Context: an optimization exercise on an open-source flow, tuned for small area and a short achievable clock period. The choices shown serve that exercise and are no tape-out recipe. Only simulation tests tie the RTL to the original design; equivalence was not proved.

v53:
Design thumb, start of the top module:
module thumb (read_instruction_n, instruction_address,
              instruction, read_data_n, write_data_n,
              data_address, data_in, data_out, reset_n, clk);
Size: ~680 flip-flops.
clock: 15.0 ns
lec_check: 0
cap_margin: 20
core_margin: 2
core_utilization: 45
cts_cluster_diameter: 100
cts_cluster_size: 20
gpl_routability_driven: 1
place_density: 0.6
slew_margin: 20
standard.sh (not shown) runs the stock make flow with config.mk's settings and CLKGATE_MAP_FILE= SYNTH_SCRIPT=/design/flow/synth_recipe.tcl, a recipe that flattens the netlist after the stock synthesis.
==> flow/flow/run.sh <==
#!/bin/bash
export BUFFER_PORTS_ARGS="-buffer_cell sky130_fd_sc_hd__buf_4"
bash standard.sh SETUP_SLACK_MARGIN=10.6 finish > standard.log 2>&1
Edits applied to the flow inputs when going from v53 to v34:
- a change of CORE_UTILIZATION from 45 to 55
- a change of PLACE_DENSITY from 0.6 to 0.7
- a change of SLEW_MARGIN from 20 to 10
- a change of CAP_MARGIN from 20 to 10
==> flow/flow/run.sh <==
#!/bin/bash
export BUFFER_PORTS_ARGS="-buffer_cell sky130_fd_sc_hd__buf_4"
bash standard.sh SETUP_SLACK_MARGIN=10.4 finish > standard.log 2>&1
Findings:
Delta (v34 minus v53): area of all placed cells without fillers moved down, count of nets after finishing flat, via count picked up an extra about 1.4%, die height now sits lower.
Setup changes, v34 to v24
- PLACE_DENSITY: 0.7 -> 0.6
- CORE_UTILIZATION: 55 -> 45
- SLEW_MARGIN: 10 -> 20
- CAP_MARGIN: 10 -> 20
==> flow/flow/run.sh <==
#!/bin/bash
export BUFFER_PORTS_ARGS="-buffer_cell sky130_fd_sc_hd__buf_4"
bash standard.sh SETUP_SLACK_MARGIN=10.8 finish > standard.log 2>&1
- Looking at the reports, v34 completed the entire flow and the layout it produced met the timing, DRC and antenna checks.
- v24 was carried through to the last stage, and its layout satisfied the timing, DRC and antenna checks.
- From v34 to v24 the numbers moved as follows: final setup slack of the worst path rose by 0.27 ns, maximum fanout encountered on the critical timing path fell by 2, arrival time at the worst endpoint fell by 0.27 ns.
- v24 vs v34 — die area climbed by more than 10%
- Going from v34 to v24, layout buffering overhead excluding clock cells went up by 2.3 points; fraction of layout cells with a size suffix above 1 went up 5.0 points.
- Diff v34 -> v24: transition time at the pin with the least slew margin fell 0.10 ns; sequential share of layout area fell 1.0 points.
- Cmp v24 vs v34: via total after detailed routing higher in v24
What v28 does differently from v24 at the input level:
- ABC_AREA newly set to 1
==> flow/flow/run.sh <==
#!/bin/bash
export BUFFER_PORTS_ARGS="-buffer_cell sky130_fd_sc_hd__buf_4"
bash standard.sh SETUP_SLACK_MARGIN=10.4 finish > standard.log 2>&1
Results
- Comparing v24 and v28, the higher shortest period the worst path allows was measured on v28.
- Sort v24 and v28 by via count of the first global-routing pass, ascending, and v24 comes first.
- Looking at synthesized area across both flows, v28 is the weaker of the two, with v24 ahead.
- Share of final layout cell area taken by clock buffers and inverters ends up lower on v24.
- v28 vs. v24: fmax shows a reduction of about 9%; fraction of area in registers shows a reduction of 0.67 points.

Another version of the RTL of thumb (not shown whole).
Size in the first run: about 680 flip-flops, ~150 I/O pins, roughly 0.050 mm² of cells after synthesis.
clock: 15.0 ns
lec_check: 0
abc_area: 1
cap_margin: 20
core_margin: 2
core_utilization: 45
cts_cluster_diameter: 100
cts_cluster_size: 20
gpl_routability_driven: 1
place_density: 0.6
slew_margin: 20
==> flow/flow/run.sh <==
#!/bin/bash
export BUFFER_PORTS_ARGS="-buffer_cell sky130_fd_sc_hd__buf_4"
bash standard.sh SETUP_SLACK_MARGIN=10.8 finish > standard.log 2>&1
==> next run, changes <==
==> flow/flow/run.sh (replaced) <==
#!/bin/bash
export BUFFER_PORTS_ARGS="-buffer_cell sky130_fd_sc_hd__buf_4"
bash standard.sh SETUP_SLACK_MARGIN=10.4 finish > standard.log 2>&1
Effect: First-iteration DRC count is lower by 2.5%. Hold slack gets worse by 19 ps. Sequential cell count is unchanged. Wire length fell by 0.70%.

[re-timing with driven ports]
How much do the figures lean on ideal ports? The routed layouts below were timed once more, with nothing changed but the port constraints.
Step 1: set_driving_cell puts a clkbuf_16 on clk and a buf_2 on each other input, an assumption about the parent block.
Step 2 adds t to the input delays and takes it off the output delays; t is the mean of the earliest and latest rising clock arrival at the registers after step 1. Input paths then give back, and output paths get back, about the clock's delay inside the block.
Slacks: ideal / step 1 / step 2; pairs: ideal / step 1.
run	shift t [ns]	setup slack, ns	worst data-port slew with drivers (ns)
v53	0.705	10.586 / 10.520 / 10.154	0.05
v34	0.706	10.352 / 10.282 / 10.050	0.05
v24	0.710	10.623 / 10.555 / 10.204	0.04
v28	0.768	10.200 / 10.200 / 10.021	0.12
the first run of note 2	0.766	10.593 / 10.518 / 10.291	0.14
the second run of note 2	0.757	10.400 / 10.319 / 9.894	0.13
After both steps every run listed still meets setup and hold. The setup slack of the second run of note 2, which loses most, moves by -0.081 ns with the drivers and by -0.506 ns with both steps.
